This design comes from an exercise in tuning for small area, a short achievable clock period and few clock cycles on the open sky130 flow, not from production work. At most, simulation tests tie the RTL to the original design; equivalence was not proved. The RTL of runs 1, 2 and 4 was laid out without a check of its function. No driver is modelled on the clock port, so clocking that relies on it looks cheaper here than on a real chip. Power figures rest on the tool's default switching activity, not on a simulated workload.

==> design.v <==
module axi4_mgr # (
  parameter unsigned AXI4_ADDR_WIDTH    = 32,
  parameter unsigned AXI4_DATA_WIDTH    = 64,
  parameter unsigned AXI_XSIZE         = (AXI4_DATA_WIDTH / 8),
  parameter unsigned DATA_COUNT_WIDTH  =  8
) (
  input  logic                         clk_i,
  input  logic                         rstn_i,
  input  logic [                2-1:0] req_i,
  input  logic [  AXI4_ADDR_WIDTH-1:0] axi_wr_addr_i,
  input  logic [  AXI4_ADDR_WIDTH-1:0] axi_rd_addr_i,
  input  logic                         wr_fifo_gnt_i,
  input  logic                         rd_fifo_req_i,
  input  logic [  AXI4_DATA_WIDTH-1:0] wr_fifo_data_i,
  input  logic [ DATA_COUNT_WIDTH-1:0] wr_data_count_i,
  input  logic [ DATA_COUNT_WIDTH-1:0] rd_data_count_i,
  output logic [                2-1:0] busy_o,    
  output logic [                2-1:0] wr_err_o,  
  output logic [                2-1:0] rd_err_o,  
  output logic                         wr_fifo_req_o,
  output logic                         rd_fifo_gnt_o,
  output logic [  AXI4_DATA_WIDTH-1:0] rd_fifo_data_o,
  output logic [  AXI4_ADDR_WIDTH-1:0] m_axi_aw_addr,
  output logic [                8-1:0] m_axi_aw_len,
  output logic [                3-1:0] m_axi_aw_size,
  output logic [                2-1:0] m_axi_aw_burst,
  output logic                         m_axi_aw_valid,
  input  logic                         m_axi_aw_ready,
  output logic [  AXI4_DATA_WIDTH-1:0] m_axi_w_data,
  output logic [AXI4_DATA_WIDTH/8-1:0] m_axi_w_strb,
  output logic                         m_axi_w_last,
  output logic                         m_axi_w_valid,
  input  logic                         m_axi_w_ready,
  input  logic [                2-1:0] m_axi_b_resp,
  input  logic                         m_axi_b_valid,
  output logic                         m_axi_b_ready,
  output logic [  AXI4_ADDR_WIDTH-1:0] m_axi_ar_addr,
  output logic [                8-1:0] m_axi_ar_len,
  output logic [                3-1:0] m_axi_ar_size,
  output logic [                2-1:0] m_axi_ar_burst,
  output logic                         m_axi_ar_valid,
  input  logic                         m_axi_ar_ready,
  input  logic [  AXI4_DATA_WIDTH-1:0] m_axi_r_data,
  input  logic [                2-1:0] m_axi_r_resp,
  input  logic                         m_axi_r_last,
  input  logic                         m_axi_r_valid,
  output logic                         m_axi_r_ready
);
  localparam int AW = AXI4_ADDR_WIDTH;
  logic          busy_wr_r, aw_valid_r, w_valid_r;
  logic [AW-1:3] aw_addr_r;
  logic [   7:0] aw_len_r;      
  logic [   1:0] wr_err_r;
  logic          w_last_r;      
  logic          busy_rd_r, ar_valid_r;
  logic [AW-1:3] ar_addr_r;
  logic [   7:0] ar_len_r;
  logic [   1:0] rd_err_r;
  logic wr_start, rd_start, w_hs, r_hs;
  assign wr_start = req_i[0] & ~busy_wr_r & (wr_data_count_i != '0);
  assign rd_start = req_i[1] & ~busy_rd_r & (rd_data_count_i != '0);
  assign w_hs     = w_valid_r & m_axi_w_ready;
  assign r_hs     = m_axi_r_valid & rd_fifo_req_i;
  assign busy_o         = {busy_rd_r, busy_wr_r};
  assign wr_err_o       = wr_err_r;
  assign rd_err_o       = rd_err_r;
  assign m_axi_aw_addr  = {aw_addr_r, 3'b000};
  assign m_axi_aw_len   = aw_len_r;
  assign m_axi_aw_size  = $clog2(AXI_XSIZE);
  assign m_axi_aw_burst = 2'b01;
  assign m_axi_aw_valid = aw_valid_r;
  assign m_axi_w_data   = wr_fifo_data_i;
  assign m_axi_w_strb   = '1;
  assign m_axi_w_last   = w_last_r;
  assign m_axi_w_valid  = w_valid_r;
  assign wr_fifo_req_o  = w_hs;
  assign m_axi_b_ready  = 1'b1;
  assign m_axi_ar_addr  = {ar_addr_r, 3'b000};
  assign m_axi_ar_len   = ar_len_r;
  assign m_axi_ar_size  = $clog2(AXI_XSIZE);
  assign m_axi_ar_burst = 2'b01;
  assign m_axi_ar_valid = ar_valid_r;
  assign m_axi_r_ready  = rd_fifo_req_i;
  assign rd_fifo_gnt_o  = r_hs;
  assign rd_fifo_data_o = m_axi_r_data;
  logic wr_s0_r, wr_s1_r;
  assign busy_wr_r  = wr_s0_r | wr_s1_r;
  assign aw_valid_r = wr_s0_r & ~wr_s1_r;
  assign w_valid_r  = wr_s0_r & wr_s1_r;
  always_ff @(posedge clk_i or negedge rstn_i) begin
    if (~rstn_i) begin
      wr_s0_r <= 1'b0;
      wr_s1_r <= 1'b0;
    end else begin
      case ({wr_s1_r, wr_s0_r})
        2'b00: wr_s0_r <= wr_start;
        2'b01: wr_s1_r <= m_axi_aw_ready;
        2'b11: wr_s0_r <= ~(m_axi_w_ready & w_last_r);
        default: wr_s1_r <= ~m_axi_b_valid;
      endcase
    end
  end
  logic [7:0] wcnt_m, wcnt_n;
  logic       wcnt_d;
  assign wcnt_m = busy_wr_r ? aw_len_r : wr_data_count_i;
  assign wcnt_d = ~busy_wr_r | w_hs;
  assign wcnt_n = wcnt_m - {7'd0, wcnt_d};
  always_ff @(posedge clk_i) begin
    if (~busy_wr_r) aw_addr_r <= axi_wr_addr_i[AW-1:3];
    aw_len_r <= wcnt_n;
    if (wcnt_d) w_last_r <= (wcnt_m == 8'd1);
  end
  always_ff @(posedge clk_i or negedge rstn_i) begin
    if (~rstn_i) begin
      busy_rd_r  <= 1'b0;
      ar_valid_r <= 1'b0;
    end else begin
      if (rd_start) begin
        busy_rd_r  <= 1'b1;
        ar_valid_r <= 1'b1;
      end else if (ar_valid_r) begin
        if (m_axi_ar_ready) ar_valid_r <= 1'b0;
      end else if (r_hs && m_axi_r_last) begin
        busy_rd_r <= 1'b0;
      end
    end
  end
  always_ff @(posedge clk_i) begin
    if (~busy_rd_r) begin
      ar_addr_r <= axi_rd_addr_i[AW-1:3];
      ar_len_r  <= rd_data_count_i - 8'd1;
    end
  end
  always_ff @(posedge clk_i or negedge rstn_i) begin
    if (~rstn_i) begin
      wr_err_r <= '0;
      rd_err_r <= '0;
    end else begin
      if (~busy_wr_r & req_i[0])   wr_err_r <= '0;
      else if (m_axi_b_resp != '0) wr_err_r <= m_axi_b_resp;
      if (~busy_rd_r & req_i[1])   rd_err_r <= '0;
      else if (m_axi_r_resp != '0) rd_err_r <= m_axi_r_resp;
    end
  end
endmodule
==> flow/run.sh <==
#!/bin/bash
set -euo pipefail
export BUFFER_PORTS_ARGS="-buffer_cell sky130_fd_sc_hd__buf_1"
export SKIP_REPAIR_TIE_FANOUT=1
export CTS_ARGS="-sink_clustering_enable -repair_clock_nets -dont_use_dummy_load -buf_list sky130_fd_sc_hd__clkbuf_8"
bash standard.sh finish > orfs_make.log 2>&1
==> standard.sh <==
#!/bin/bash
# synth_recipe.tcl (not shown) runs the flow's synth.tcl, then flattens the netlist and writes it again
# the make line also repeats each setting of config.mk as NAME=value (left out here)
make -C /OpenROAD-flow-scripts/flow DESIGN_CONFIG=/design/flow/config.mk WORK_HOME=/design/flow/orfs CLKGATE_MAP_FILE= SYNTH_SCRIPT=/design/flow/synth_recipe.tcl "${@:-finish}"
==> config.mk <==
export PLATFORM = sky130hd
export DESIGN_NAME = axi4_mgr
export DESIGN_NICKNAME = axi4_mgr
export VERILOG_FILES = /design/flow/design.v
export SDC_FILE = /design/flow/constraint.sdc
export NUM_CORES = 4
export LEC_CHECK = 0
export CAP_MARGIN = 20
export CORE_AREA = 10 10 190 190
export CTS_BUF_LIST = sky130_fd_sc_hd__clkbuf_8
export DIE_AREA = 0 0 200 200
export SETUP_SLACK_MARGIN = 2.3
export SLEW_MARGIN = 20
==> constraint.sdc <==
create_clock -name core_clock -period 4.5 [get_ports {clk_i}]
set_input_delay 0.9000 -clock core_clock [delete_from_list [all_inputs] [get_ports {clk_i}]]
set_output_delay 0.9000 -clock core_clock [all_outputs]
set_load 0.01 [all_outputs]
==> results of run 1 <==
[cells by family after synthesis]
kind of cell    Yosys count  share of synthesized area, %
mux                       8                          1.92
fa+ha+maj                 7                          2.07
other cells               2                         0.178
flops                    83                          56.1
buf+inv                 172                          29.3
xor+xnor                 12                          2.49
simple gates             38                          5.24
compound gates           17                          2.63
[per-stage QoR]
step | cells | power, uW
global placement | 792 | 2120
CTS | 808 | 2620
finish | 812 | 2610
floorplan | 339 | 1920
global route | 811 | 2780
detailed placement | 792 | 2130
[worst max path at each step]
stage	start	to	depth (start not counted)
6_report	m_axi_w_ready	wr_fifo_req_o	3
5_1_grt	wr_s0_r$_DFFE_PN0P_	m_axi_aw_valid	3
4_1_cts	wr_s0_r$_DFFE_PN0P_	m_axi_aw_valid	3
3_5_place_dp	wr_s0_r$_DFFE_PN0P_	aw_len_r[5]$_DFF_P_	9
3_3_place_gp	wr_s1_r$_DFFE_PN0N_	aw_len_r[7]$_DFF_P_	9
2_1_floorplan	wr_s1_r$_DFFE_PN0N_	aw_len_r[5]$_DFF_P_	10
[cell type report]
class	count	area, um2
Tap cell	435	544
Antenna cell	1	2.50
Multi-Input combinational cell	84	664
Inverter	14	52.6
Timing Repair Buffer	186	778
Clock buffer	9	124
Sequential cell	83	2370
Fill cell	3545	27300
[flip-flops by register name, indices dropped and copies added, names as in the netlist]
| signal | flops |
|---|---|
| busy_rd_r | 1 |
| ar_len_r | 8 |
| rd_err_r | 2 |
| wr_err_r | 2 |
| wr_s0_r | 1 |
| wr_s1_r | 1 |
| aw_addr_r | 29 |
| ar_valid_r | 1 |
| w_last_r | 1 |
| ar_addr_r | 29 |
| aw_len_r | 8 |
[repair_timing]
| action | CTS | global route |
|---|---|---|
| gates resized for setup | 4 | 11 |
| hold buffers | 0 | 0 |
| endpoints found under the setup margin | 6 | 4 |
| pin swaps | 0 | 3 |
| hold endpoints to repair | 0 | 0 |
| setup buffers | 7 | 3 |
[power groups by stage]
stage,combinational [uW],sequential [uW],clock (uW)
2_1_floorplan,542,1370,0
3_3_place_gp,834,1280,0
3_5_place_dp,843,1280,0
4_1_cts,927,1270,430
5_1_grt,1030,1290,454
6_report,935,1260,407
[per-layer routing]
metal	up-vias	wire (um)	track usage (%)
li1	1050	-	-
met1	1035	3740	4.43
met2	291	7650	12.4
met3	57	3310	5.79
met4	2	596	3.90
met5	-	46	0.892
[cells in the final DEF, fill, tap and decap left out, types with 3 or more instances in the layout]
master    synthesis  final
ha_4              0      3
xnor2_1           4      4
clkbuf_8          0      9
ha_1              7      4
nor3_1            4      4
dfrtp_1           8      7
xor2_1            8      8
a21oi_1          10     10
nor2_1            8      8
nand2_1           9      9
mux2i_1           7      7
buf_1             0    170
edfxtp_1         67     67
dfxtp_1           8      8
buf_4           156     10
inv_1            13     11
inv_2             1      3
[worst min-delay path: stages (launching register included)]
cell	delay (ns)
dfrtp_1	0.35
a21oi_1	0.07
nor2_1	0.07
==> summary.md, run 1 <==
| Metric | Value |
|---|---|
| Worst Max-Slew Pin Slew | `0.670 ns` |
| Share of cells above drive strength 1 | `10.6%` |
| WP data required | `3.60 ns` |
| Reg-to-Reg End | `aw_len_r[5]$_DFF_P_` |
| HP Class | `reg2reg` |
| Io pins | `464` |
| Final-stage net count | `609` |
| Syn-to-layout area delta | `7.40%` |
| Number of remaining DRC errors | `0` |
| Most frequent cell after synthesis | `buf_4` |
| WHS | `0.521 ns` |
| Crit-path max FO | `2` |
| Outcome | `finished clean` |
| Hold Path Sink | `rd_err_r[0]$_DFFE_PN0P_` |
| Synth unique cells | `37` |
| WL final | `15300 um` |
| Clock power frac | `15.6%` |
| Final HPWL DP | `13300 um` |
| Hold Crit Depth | `2` |
| Via Count | `2435` |
| Avg Cell Area, Syn | `12.5 um2` |
| Worst R2R Setup Slack | `2.38 ns` |
| Worst skew pair latency | `0.35 ns` |
| Critical Path, Cell by Cell | `buf_2, and2_4, buf_6` |
| Period utilization | `48.6%` |
| Routed wire length per instance | `18.9 um` |
| Initial antenna violation count | `1` |
| Number of global-route vias before repair | `2428` |
| Hold Violations, Final | `0` |
| Cells after Synth | `339` |
| Pleak | `0.00147 uW` |
| DR iter-0 viols | `107` |
| Worst setup path class | `in2out` |
| Async SR Flop Fraction | `9.64%` |
| Most frequent cells after synthesis | `buf_4, edfxtp_1, inv_1, a21oi_1, nand2_1` |
| Setup WS pre-CTS | `2.07 ns` |
| Hold path start | `rd_err_r[0]$_DFFE_PN0P_` |
| RSZ-0062 raised after global routing | `true` |
| Worst Skew | `0.0169 ns` |
| VDD IR max | `0.000184 V` |
| Synth Warn # | `1` |
| Ys flop type | `edfxtp_1` |
| Post-synthesis cell type with the largest combined area | `edfxtp_1` |
| Switching pwr | `931 uW` |
| Core area | `31800 um2` |
| Largest cells by area after synthesis | `edfxtp_1, buf_4, dfrtp_1` |
| GP Congestion | `0.831` |
| Row cnt | `65` |
| Gr ovfl total | `0` |
| Post-Syn Area | `4230 um2` |
| Sequential-to-total area share from yosys stat | `56.1%` |
| CP endpoint kind | `output port` |
| Syn Nets | `570` |
| Bufs on Longest Clock Path | `2` |
| Die Area | `40000 um2` |
| CTS tree | `done` |
| Internal Power | `1670 uW` |
| Die X | `200 um` |
| WP buf/inv | `2` |
| Startpoint types | `input port` |
| Comb power frac | `35.9%` |
| Placed cell area | `4270 um2` |
| Die Y | `200 um` |
| Max-cap violations | `0` |
| Flop pwr share | `48.5%` |
| Crit path arrival time | `1.29 ns` |
| Sinks on the clock net | `83` |
| Worst setup margin | `2.31 ns` |
| Num CTS Buffers | `9` |
| Final min period | `2.19 ns` |
| CP max stage cell | `and2_4` |
| Clock Tree Root | `clkbuf_8` |
| Final Core Density | `14.3%` |
| Max Slew Vio Count | `0` |
| Post-route cell area | `4540 um2` |
| H-tree depth | `3` |
| Worst R2R Path Depth | `10` |
| Slew HR | `55.3%` |
| Antenna Violating Nets Remaining | `0` |
| Vias per cell | `3.00` |
| Largest net degree at the start of global routing | `38` |
| Worst path max stage delay | `0.16 ns` |
| First-pass DRT Iterations | `4` |
| FF-to-FF Start | `wr_s1_r$_DFFE_PN0N_` |
| Setup TNS Final | `0 ns` |
| Reg clk slew, reported paths | `0.07 ns` |
| Sw frac | `35.7%` |
| Cell Pwr Density | `574 nW/um2` |
| Number of synthesized flops with an enable pin | `67` |
| Global Route Usage Sum | `6.81%` |
| Initial Util | `13.3%` |
| Share of the synthesized area in the top cell type | `47.6%` |
| First-pass GRT wire length | `18700 um` |
| PortBufs | `175` |
| Final setup fails | `0` |
| Max Freq | `0.457 GHz` |
| Synth Register Bits | `83` |
| Cell family with most CP delay | `buffers and inverters` |
==> inputs of run 2 (changes only) <==
--- a/config.mk
+++ b/config.mk
@@ -10,4 +10,4 @@
 export CTS_BUF_LIST = sky130_fd_sc_hd__clkbuf_8
 export DIE_AREA = 0 0 200 200
-export SETUP_SLACK_MARGIN = 2.3
+export SETUP_SLACK_MARGIN = 2.35
 export SLEW_MARGIN = 20
==> summary.md, run 2 <==
| Metric | Value |
|---|---|
| Mux share of post-synthesis cell area | `1.92%` |
| Post-Syn Area | `4230 um2` |
| Bufs on Longest Clock Path | `2` |
| Core area | `31800 um2` |
| H-tree depth | `3` |
| Hold Violations, Final | `0` |
| Post-Synth XOR/XNOR Area | `2.49%` |
| Via Count | `2457` |
| Switching pwr | `936 uW` |
| Async SR Flop Fraction | `9.64%` |
| Commonest non-fill, non-tap cells in the layout | `buf_1, edfxtp_1, inv_1, a21oi_1` |
| Synth Warn # | `1` |
| Flop pwr share | `48.3%` |
| Regs by FF count | `ar_addr_r (29), aw_addr_r (29)` |
| WP buf/inv | `2` |
| Reg clk slew, reported paths | `0.08 ns` |
| First-pass GRT wire length | `19500 um` |
| Share of the synthesized area in the top cell type | `47.6%` |
| Share of cells above drive strength 1 | `12.3%` |
| WL final | `15900 um` |
| Startpoint types | `input port` |
| Initial Util | `13.3%` |
| Largest net degree at the start of global routing | `39` |
| Final-stage net count | `608` |
| Comb power frac | `36.0%` |
| Max Freq | `0.466 GHz` |
| GP Congestion | `0.822` |
| Worst setup path class | `in2out` |
| Largest cells by area after synthesis | `edfxtp_1, buf_4, dfrtp_1` |
| Max Slew Vio Count | `0` |
| Outcome | `finished clean` |
| Commonest non-fill, non-tap cell in the layout | `buf_1` |
| Fillcell total | `3546` |
| WP data required | `3.60 ns` |
| Gr ovfl total | `0` |
| DR iter-0 viols | `90` |
| Number of synthesized flops with an enable pin | `67` |
| Synth Register Bits | `83` |
| Sinks on the clock net | `83` |
| First-pass DRT Iterations | `4` |
| Avg Cell Area, Syn | `12.5 um2` |
| Fin cells | `811` |
| Synth Area in Adders | `2.07%` |
| Crit-path max FO | `2` |
| HP Class | `in2async` |
| Final HPWL DP | `13800 um` |
| Max-cap violations | `0` |
| Worst Max-Slew Pin Slew | `0.569 ns` |
| Period utilization | `47.7%` |
| Cells after Synth | `339` |
| Most frequent cell after synthesis | `buf_4` |
| Critical Path, Cell by Cell | `buf_1, and2_4, buf_6` |
| Die X | `200 um` |
| CP endpoint kind | `output port` |
| Final Core Density | `14.3%` |
| RSZ-0062 raised after global routing | `true` |
| Final min period | `2.14 ns` |
| Sw frac | `35.9%` |
| Area of the multi-input gates | `674 um2` |
| Die Area | `40000 um2` |
| Syn-to-layout area delta | `7.93%` |
| Reg area | `2370 um2` |
| Die Y | `200 um` |
| Crit path arrival time | `1.24 ns` |
| Global Route Usage Sum | `7.12%` |
| Initial antenna violation count | `2` |
| Placed insts | `792` |
| PortBufs | `175` |
| Worst R2R Path Depth | `10` |
| Cell Pwr Density | `572 nW/um2` |
| Post-cts hold buffer count | `0` |
| Row cnt | `65` |
| Antenna Violating Nets Remaining | `0` |
| Ys flop type | `edfxtp_1` |
| VDD IR max | `0.000182 V` |
| Number of remaining DRC errors | `0` |
| Cell family with most CP delay | `buffers and inverters` |
| Worst path max stage delay | `0.15 ns` |
| Syn Nets | `570` |
| CP max stage cell | `and2_4` |
| Synth Area in Simple Gates | `5.24%` |
| Synth unique cells | `37` |
| Clock power frac | `15.7%` |
| Slew HR | `62.0%` |
| Vias per cell | `3.03` |
| Worst Skew | `0.0162 ns` |
| Clock Tree Root | `clkbuf_8` |
| Largest family of logic cells by synthesized area | `buffers and inverters` |
| CTS tree | `done` |
| Worst skew pair latency | `0.35 ns` |
| Synth Area in Compound Gates | `2.63%` |
| Sequential-to-total area share from yosys stat | `56.1%` |
| Internal Power | `1670 uW` |
| Routed wire length per instance | `19.7 um` |
| Most frequent cells after synthesis | `buf_4, edfxtp_1, inv_1, a21oi_1, nand2_1` |
| Post-synthesis cell type with the largest combined area | `edfxtp_1` |
| Number of global-route vias before repair | `2533` |
| Final setup fails | `0` |
| Levels on crit path | `3` |
| Io pins | `464` |
| Pleak | `0.00148 uW` |
| Num CTS Buffers | `9` |
| Setup TNS Final | `0 ns` |
==> run 2: worst paths after layout <==
| path | start | to | slack, ns |
|---|---|---|---|
| min in group core_clock | rd_err_r[0]$_DFFE_PN0P_ | rd_err_r[0]$_DFFE_PN0P_ | 0.53 |
| setup / recovery | m_axi_r_valid | rd_fifo_gnt_o | 2.36 |
| max in group asynchronous | rstn_i | wr_s0_r$_DFFE_PN0P_ | 3.56 |
| setup reg to reg | wr_s0_r$_DFFE_PN0P_ | aw_len_r[7]$_DFF_P_ | 2.41 |
| hold / removal | rstn_i | ar_valid_r$_DFF_PN0_ | 0.51 |
| hold reg to reg | rd_err_r[0]$_DFFE_PN0P_ | rd_err_r[0]$_DFFE_PN0P_ | 0.53 |
==> run 2: stage by stage <==
step	hold slack (ns)	setup slack (ns)	power, uW	cell area, um2
after floorplan	0.513	2.32	1930	4270
after global placement	0.499	2.14	2120	4290
after detailed placement	0.510	2.10	2130	4290
after CTS	0.504	2.32	2650	4540
after global routing	0.520	2.31	2780	4560
final	0.505	2.36	2610	4560
==> run 2: final cells by class <==
class | count | share of cell area, %
clock buffers | 9 | 2.72
inverters | 14 | 1.15
diodes | 1 | 0.0549
multi-input cells | 84 | 14.8
repair buffers | 185 | 17.3
flip-flops and latches | 83 | 52.1
well taps | 435 | 11.9
==> run 2: per-layer routing <==
layer  wire, um  global-route usage, %  up-vias  part of all wire [%]
met5         72                   1.02        -                  0.45
met4        697                   4.32        4                   4.4
met3       3410                   5.56       56                    21
met2       7910                   12.8      283                    50
met1       3850                   4.96     1071                    24
li1           -                      -     1043                     -
==> run 2: cell families (layout without fill, tap and decap cells) <==
| group | after synthesis | in the layout |
|---|---|---|
| muxes | 8 | 8 |
| DFF | 83 | 83 |
| adders and majority gates | 7 | 7 |
| other | 2 | 3 |
| and+or+nand+nor | 38 | 38 |
| xor gates and xnor gates | 12 | 12 |
| AOI/OAI and AO/OA | 17 | 17 |
| buffers and inverters | 172 | 208 |
==> run 2: timing repair <==
| item | in CTS | in global routing |
|---|---|---|
| pin swaps | 2 | 1 |
| resized for setup | 16 | 3 |
| endpoints found under the hold margin | 0 | 0 |
| setup buffers | 8 | 1 |
| endpoints found under the setup margin | 10 | 6 |
==> run 2: power groups by stage <==
stage | clock (uW) | combinational [uW] | sequential [uW]
2_1_floorplan | 0 | 559 | 1370
3_3_place_gp | 0 | 846 | 1280
3_5_place_dp | 0 | 853 | 1280
4_1_cts | 436 | 946 | 1260
5_1_grt | 458 | 1030 | 1290
6_report | 410 | 939 | 1260
==> inputs of run 3 (changes only) <==
--- a/design.v
+++ b/design.v
@@ -84,19 +84,23 @@
   assign rd_fifo_gnt_o  = r_hs;
   assign rd_fifo_data_o = m_axi_r_data;
-  logic wr_s0_r, wr_s1_r;
-  assign busy_wr_r  = wr_s0_r | wr_s1_r;
-  assign aw_valid_r = wr_s0_r & ~wr_s1_r;
-  assign w_valid_r  = wr_s0_r & wr_s1_r;
   always_ff @(posedge clk_i or negedge rstn_i) begin
     if (~rstn_i) begin
-      wr_s0_r <= 1'b0;
-      wr_s1_r <= 1'b0;
+      busy_wr_r  <= 1'b0;
+      aw_valid_r <= 1'b0;
+      w_valid_r  <= 1'b0;
     end else begin
-      case ({wr_s1_r, wr_s0_r})
-        2'b00: wr_s0_r <= wr_start;
-        2'b01: wr_s1_r <= m_axi_aw_ready;
-        2'b11: wr_s0_r <= ~(m_axi_w_ready & w_last_r);
-        default: wr_s1_r <= ~m_axi_b_valid;
-      endcase
+      if (wr_start) begin
+        busy_wr_r  <= 1'b1;
+        aw_valid_r <= 1'b1;
+      end else if (aw_valid_r) begin
+        if (m_axi_aw_ready) begin
+          aw_valid_r <= 1'b0;
+          w_valid_r  <= 1'b1;
+        end
+      end else if (w_valid_r) begin
+        if (m_axi_w_ready && aw_len_r == '0) w_valid_r <= 1'b0;
+      end else if (m_axi_b_valid) begin
+        busy_wr_r <= 1'b0;
+      end
     end
   end
==> flow/run.sh (replaced) <==
#!/bin/bash
# Standard ORFS layout (the standard.sh) with three layout choices:
# - port buffers made from buf_1 instead of the delay buffer buffer_ports picks;
# - one shared tie cell per constant instead of one per constant output;
# - no dummy clock loads in CTS.
set -euo pipefail
export BUFFER_PORTS_ARGS="-buffer_cell sky130_fd_sc_hd__buf_1"
export SKIP_REPAIR_TIE_FANOUT=1
export CTS_ARGS="-sink_clustering_enable -repair_clock_nets -buf_list sky130_fd_sc_hd__clkbuf_8 -dont_use_dummy_load"
bash standard.sh finish > orfs_make.log 2>&1
--- a/config.mk
+++ b/config.mk
@@ -10,4 +10,4 @@
 export CTS_BUF_LIST = sky130_fd_sc_hd__clkbuf_8
 export DIE_AREA = 0 0 200 200
-export SETUP_SLACK_MARGIN = 2.35
+export SETUP_SLACK_MARGIN = 2.3
 export SLEW_MARGIN = 20
==> summary.md, run 3 <==
| Metric | Value |
|---|---|
| Outcome | `finished clean` |
| Startpoint types | `input port` |
| Async SR Flop Fraction | `10.7%` |
| Die Y | `200 um` |
| Synth Register Bits | `84` |
| Crit path arrival time | `1.27 ns` |
| Initial Util | `13.3%` |
| Antenna Cells | `0` |
| DR iter-0 viols | `100` |
| Period utilization | `48.3%` |
| Share of cells above drive strength 1 | `6.08%` |
| Setup WS pre-CTS | `2.10 ns` |
| Vias per cell | `2.98` |
| Placed cell area | `4260 um2` |
| Number of remaining DRC errors | `0` |
| Syn-to-layout area delta | `3.90%` |
| Post-route cell area | `4400 um2` |
| CP endpoint kind | `output port` |
| Final-stage net count | `593` |
| GP Congestion | `0.795` |
| Reg clk slew, reported paths | `0.07 ns` |
| Slew HR | `54.7%` |
| Avg Cell Area, Syn | `12.6 um2` |
| Bufs on Longest Clock Path | `2` |
| Via Count | `2379` |
| Regs by FF count | `ar_addr_r (29), aw_addr_r (29)` |
| Initial antenna violation count | `0` |
| Syn Nets | `564` |
| VDD IR max | `0.000137 V` |
| Post-Syn Area | `4240 um2` |
| Worst Max-Slew Pin Slew | `0.679 ns` |
| Post-cts hold buffer count | `0` |
| Sinks on the clock net | `84` |
| Synth Warn # | `1` |
| Setup TNS Final | `0 ns` |
| CTS tree | `done` |
| Final HPWL DP | `13700 um` |
| Largest cells by area after synthesis | `edfxtp_1, buf_4, dfrtp_1` |
| Clock Tree Root | `clkbuf_8` |
| Final setup fails | `0` |
| First-pass DRT Iterations | `4` |
| Number of global-route vias before repair | `2398` |
| Cell Pwr Density | `556 nW/um2` |
| Worst R2R Setup Slack | `2.53 ns` |
| Share of the synthesized area in the top cell type | `47.5%` |
| Pleak | `0.00139 uW` |
| Global Route Usage Sum | `7.00%` |
| Num CTS Buffers | `9` |
| Number of synthesized flops with an enable pin | `67` |
| Die Area | `40000 um2` |
| Row cnt | `65` |
| Hold Violations, Final | `0` |
| WL final | `15600 um` |
| Synth unique cells | `33` |
| Post-synthesis cell type with the largest combined area | `edfxtp_1` |
| Cells after Synth | `335` |
| WP data required | `3.60 ns` |
| Crit-path max FO | `2` |
| Max-cap violations | `0` |
| Worst Skew | `0.0187 ns` |
| Die X | `200 um` |
| Final min period | `2.17 ns` |
| Routed wire length per instance | `19.5 um` |
| Most frequent cell after synthesis | `buf_4` |
| Worst setup margin | `2.33 ns` |
| Io pins | `464` |
| Commonest non-fill, non-tap cell in the layout | `buf_1` |
| Max Slew Vio Count | `0` |
| Max Freq | `0.460 GHz` |
| H-tree depth | `3` |
| Gr ovfl total | `0` |
| PortBufs | `175` |
| Post-CTS Setup Bufs | `0` |
| Antenna Violating Nets Remaining | `0` |
| RSZ-0062 raised after global routing | `true` |
| Sequential-to-total area share from yosys stat | `56.6%` |
| Core area | `31800 um2` |
| Worst R2R Path Depth | `6` |
| Hold Crit Depth | `2` |
| Worst setup path class | `in2out` |
| Largest net degree at the start of global routing | `31` |
| Worst skew pair latency | `0.35 ns` |
| Ys flop type | `edfxtp_1` |
| Most frequent cells after synthesis | `buf_4, edfxtp_1, inv_1, xor2_1, dfrtp_1` |
| HP Class | `reg2reg` |
| First-pass GRT wire length | `19100 um` |
| Commonest non-fill, non-tap cells in the layout | `buf_1, edfxtp_1, inv_1, xor2_1, clkbuf_8` |
[run 3: changes by cell type in the layout (fill, tap and decap cells not counted), moves of 3 or more]
cell / previous run / this run
inv_2: 4 / 0
ha_4: 3 / 0
nand2b_1: 1 / 4
nand2_1: 9 / 1
o21ai_0: 2 / 5
buf_6: 5 / 1
buf_1: 168 / 173
nor3b_1: 0 / 3
a21oi_1: 10 / 6
inv_1: 10 / 13
buf_4: 8 / 1
[run 3: where the power goes]
group | switching, uW | total, uW | internal (uW)
combinational | 498 | 729 | 231
sequential | 139 | 1290 | 1160
clock | 245 | 424 | 179
[run 3: stage by stage]
| stage | hold slack [ns] | std cells | power [uW] | util, % |
|---|---|---|---|---|
| after CTS | 0.527 | 797 | 2510 | 13.8 |
| after global placement | 0.508 | 788 | 2050 | 13.4 |
| after global routing | 0.570 | 797 | 2620 | 13.8 |
| after detailed placement | 0.511 | 788 | 2070 | 13.4 |
| final | 0.523 | 797 | 2450 | 13.8 |
| after floorplan | 0.537 | 335 | 1850 | - |
[run 3: timing repair]
item,4_1_cts,5_1_grt
endpoints found under the hold margin,0,0
setup endpoints to repair,3,32
resized for setup,3,4
[run 3: area by class of cell]
cell class	count	area, um2
clock buffer	9	124
sequential	84	2400
timing repair buffer	176	673
multi-input combinational	79	604
tap	435	544
fill	3559	27400
inverter	14	56.3
[run 3: worst max-delay path, stage by stage]
cell    delay (ns)
buf_1         0.11
and2_4        0.17
buf_6         0.10
[run 3: cells by family after synthesis]
logic type / after synthesis / share of synthesized area (%)
buf+inv: 172 / 29.2
flops: 84 / 56.6
simple gates: 36 / 5.67
compound gates: 15 / 2.30
xor+xnor: 13 / 2.69
mux: 8 / 1.89
fa+ha+maj: 5 / 1.48
other cells: 2 / 0.177
[run 3: final timing paths]
path	endpoint	startpoint
max	wr_fifo_req_o	m_axi_w_ready
min	rd_err_r[0]$_DFFE_PN0P_	rd_err_r[0]$_DFFE_PN0P_
max reg2reg	aw_len_r[4]$_DFF_P_	busy_wr_r$_DFFE_PN0P_
min reg2reg	rd_err_r[0]$_DFFE_PN0P_	rd_err_r[0]$_DFFE_PN0P_
max in group asynchronous	busy_wr_r$_DFFE_PN0P_	rstn_i
min in group asynchronous	busy_rd_r$_DFFE_PN0P_	rstn_i
[run 3: per-layer routing]
metal | GRT usage (%) | wire length (um) | part of all wire (%) | vias to the layer above
li1 | - | - | - | 1013
met1 | 4.56 | 3740 | 24 | 1019
met2 | 12.9 | 7830 | 50 | 298
met3 | 5.71 | 3350 | 22 | 47
met4 | 3.95 | 573 | 3.7 | 2
met5 | 1.27 | 66 | 0.42 | -
Testbench counts of run 3, summed over its fixed seeds: cycles 38,180.
==> inputs of run 4 (changes only) <==
--- a/design.v
+++ b/design.v
@@ -99,5 +99,5 @@
         end
       end else if (w_valid_r) begin
-        if (m_axi_w_ready && aw_len_r == '0) w_valid_r <= 1'b0;
+        if (m_axi_w_ready && w_last_r) w_valid_r <= 1'b0;
       end else if (m_axi_b_valid) begin
         busy_wr_r <= 1'b0;
==> flow/run.sh (replaced) <==
#!/bin/bash
set -euo pipefail
export BUFFER_PORTS_ARGS="-buffer_cell sky130_fd_sc_hd__buf_1"
export SKIP_REPAIR_TIE_FANOUT=1
export CTS_ARGS="-sink_clustering_enable -repair_clock_nets -dont_use_dummy_load -buf_list sky130_fd_sc_hd__clkbuf_4"
export POST_CTS_TCL="$PWD/flow/post_cts.tcl"
bash standard.sh finish > orfs_make.log 2>&1
==> flow/post_cts.tcl (new file) <==
# Upsize leaf clock buffers whose sinks would see a slow clock edge.
estimate_parasitics -placement
set n_up 0
foreach inst [get_cells -quiet -filter "ref_name == sky130_fd_sc_hd__clkbuf_4" *] {
  set name [get_full_name $inst]
  set worst 0.0
  foreach p [get_pins -quiet -of_objects [get_nets -of_objects [get_pins $name/X]] -filter "direction == input"] {
    foreach e {rise fall} {
      set s [get_property $p slew_max_$e]
      if {$s > $worst} { set worst $s }
    }
  }
  puts "clock buffer $name worst sink slew $worst"
  if {$worst > 0.095} {
    replace_cell $inst sky130_fd_sc_hd__clkbuf_8
    incr n_up
  }
}
puts "upsized $n_up clock buffers"
if {$n_up > 0} { detailed_placement }
==> summary.md, run 4 <==
| Metric | Value |
|---|---|
| Syn Nets | `565` |
| Number of global-route vias before repair | `2319` |
| Max Slew Vio Count | `0` |
| Largest net degree at the start of global routing | `31` |
| CP endpoint kind | `output port` |
| Final min period | `2.17 ns` |
| Avg Cell Area, Syn | `12.6 um2` |
| WHS | `0.518 ns` |
| Critical Path, Cell by Cell | `buf_1, and2_4, buf_6` |
| Commonest non-fill, non-tap cells in the layout | `buf_1, edfxtp_1, inv_1, nor2_1` |
| Cells after Synth | `336` |
| PortBufs | `175` |
| Die Area | `40000 um2` |
| Share of the synthesized area in the top cell type | `47.5%` |
| Die Y | `200 um` |
| Number of synthesized flops with an enable pin | `67` |
| Antenna Violating Nets Remaining | `0` |
| VDD IR max | `0.000232 V` |
| Worst Skew | `0.0251 ns` |
| Slew HR | `43.0%` |
| Startpoint types | `input port` |
| Initial Util | `13.3%` |
| Post-synthesis cell type with the largest combined area | `edfxtp_1` |
| Share of cells above drive strength 1 | `5.49%` |
| Syn-to-layout area delta | `4.49%` |
| Worst path max stage delay | `0.17 ns` |
| Pleak | `0.00140 uW` |
| Total power | `2420 uW` |
| Gr ovfl total | `0` |
| Final setup fails | `0` |
| Cell Pwr Density | `546 nW/um2` |
| Most frequent cell after synthesis | `buf_4` |
| First-pass DRT Iterations | `4` |
| Max Freq | `0.461 GHz` |
| Largest cells by area after synthesis | `edfxtp_1, buf_4, dfrtp_1` |
| HP Class | `reg2reg` |
| Reg clk slew, reported paths | `0.07 ns` |
| WP data required | `3.60 ns` |
| Routed wire length per instance | `18.3 um` |
| Global Route Usage Sum | `6.46%` |
| Synth unique cells | `35` |
| Number of remaining DRC errors | `0` |
| Final HPWL DP | `12800 um` |
| First-pass GRT wire length | `17700 um` |
| Crit path arrival time | `1.27 ns` |
| Core area | `31800 um2` |
| Period utilization | `48.2%` |
| Crit-path max FO | `2` |
| RSZ-0062 raised after global routing | `false` |
| Most frequent cells after synthesis | `buf_4, edfxtp_1, inv_1, dfrtp_1, nor2_1` |
| Worst Max-Slew Pin Slew | `0.855 ns` |
| Io pins | `464` |
| Worst setup path class | `in2out` |
| Regs by FF count | `ar_addr_r (29), aw_addr_r (29)` |
| Die X | `200 um` |
| Hold Violations, Final | `0` |
| Max-cap violations | `0` |
| WL final | `14600 um` |
| Final-stage net count | `595` |
| Vias per cell | `2.96` |
| Setup TNS Final | `0 ns` |
| CP max stage cell | `and2_4` |
| Outcome | `finished clean` |
| Ys flop type | `edfxtp_1` |
| Initial antenna violation count | `0` |
| Row cnt | `65` |
| GP Congestion | `0.793` |
| CTS tree | `done` |
| Async SR Flop Fraction | `10.7%` |
| Worst skew pair latency | `0.36 ns` |
| Via Count | `2363` |
| Sequential-to-total area share from yosys stat | `56.6%` |
| Post-Syn Area | `4240 um2` |
| Sinks on the clock net | `84` |
| Synth Register Bits | `84` |
| Antenna Cells | `0` |
| Commonest non-fill, non-tap cell in the layout | `buf_1` |
| Synth Warn # | `1` |
| DR iter-0 viols | `74` |
| Final Core Density | `13.9%` |
-- run 4: changes by cell type in the layout (fill, tap and decap cells not counted), moves of 2 or more --
cell,previous run,this run
or4_4,2,0
nor4_2,0,2
o21ai_0,5,3
o21ai_1,0,2
xnor2_1,3,5
inv_1,13,10
a21o_1,0,2
xor2_1,10,8
nor2_1,6,9
nand2_1,1,7
-- run 4: cells by family (layout without fill, tap and decap cells) --
kind of cell | Yosys count | after routing | share of synthesized area, %
AOI/OAI and AO/OA | 16 | 16 | 2.22
xor gates and xnor gates | 13 | 13 | 2.69
adders and majority gates | 5 | 5 | 1.48
buffers and inverters | 169 | 197 | 29.0
DFF | 84 | 84 | 56.6
muxes | 8 | 8 | 1.89
other | 2 | 2 | 0.177
and+or+nand+nor | 39 | 39 | 5.94
-- run 4: stage by stage --
stage,worst slack [ns],cell area (um2),cells
floorplan,2.40,4240,336
global placement,2.14,4260,789
detailed placement,2.09,4260,789
global route,2.31,4430,799
finish,2.33,4430,799
-- run 4: power by group --
group / leakage [uW] / total (uW) / switching (uW) / internal [uW]
logic: 0.000531 / 732 / 483 / 250
registers: 0.000811 / 1290 / 136 / 1150
clock network: 0.0000621 / 397 / 227 / 170
-- run 4: path summary, 6_finish.rpt --
kind                                         startpoint                 endpoint  slack, ns  cells after the start
worst max-delay path                      rd_fifo_req_i            rd_fifo_gnt_o       2.33                      3
max in group asynchronous                        rstn_i    busy_wr_r$_DFFE_PN0P_       3.23                      1
worst min register to register  wr_err_r[0]$_DFFE_PN0P_  wr_err_r[0]$_DFFE_PN0P_       0.52                      2
worst min-delay path            wr_err_r[0]$_DFFE_PN0P_  wr_err_r[0]$_DFFE_PN0P_       0.52                      2
min in group asynchronous                        rstn_i     ar_valid_r$_DFF_PN0_       0.62                      1
worst max register to register    busy_wr_r$_DFFE_PN0P_      aw_len_r[4]$_DFF_P_       2.68                      6
-- run 4: layout make-up --
cell class                 count  area, um2
fill                        3572      27400
sequential                    84       2400
inverter                      11       41.3
multi-input combinational     83        614
clock buffer                   9        118
tap                          435        544
timing repair buffer         177        707
-- run 4: worst max-delay path, delay by kind of cell --
family / cells / cell delay, ns
and+or+nand+nor: 1 / 0.17
buffers and inverters: 2 / 0.20
-- run 4: metal layers --
metal	up-vias	share of wire (%)	wire (um)	global-route usage, %
li1	1017	-	-	-
met4	0	4.4	644	4.37
met1	1019	24	3480	4.18
met5	-	0	0	0
met3	63	22	3250	5.66
met2	264	50	7270	11.5

[re-timing with driven ports]
In the flow no input, the clock included, has a driving cell. The finished layouts below were timed again as built, in two steps. Step 1, drivers: a clkbuf_16 drives clk_i and a buf_2 each remaining input, both assumed. Step 2 also shifts input and output timing later by t, the mid clock arrival at the registers, as if the neighbouring blocks saw the same clock. Three values: ideal ports, drivers, drivers and shift; two values: the first two.
| run | t (ns) | slack for setup (ns) | worst setup path after step 2 |
|---|---|---|---|
| run 1 | 0.380 | 2.312 / 2.288 / 1.995 | input to register |
| run 2 | 0.372 | 2.355 / 2.266 / 2.011 | input to register |
| run 3 | 0.383 | 2.326 / 2.285 / 2.161 | input to register |
| run 4 | 0.383 | 2.329 / 2.299 / 2.161 | input to register |
After both steps setup and hold are still met in every run listed. For run 2, which loses most, drivers alone change the setup slack by -0.089 ns; drivers and shift together by -0.344 ns.
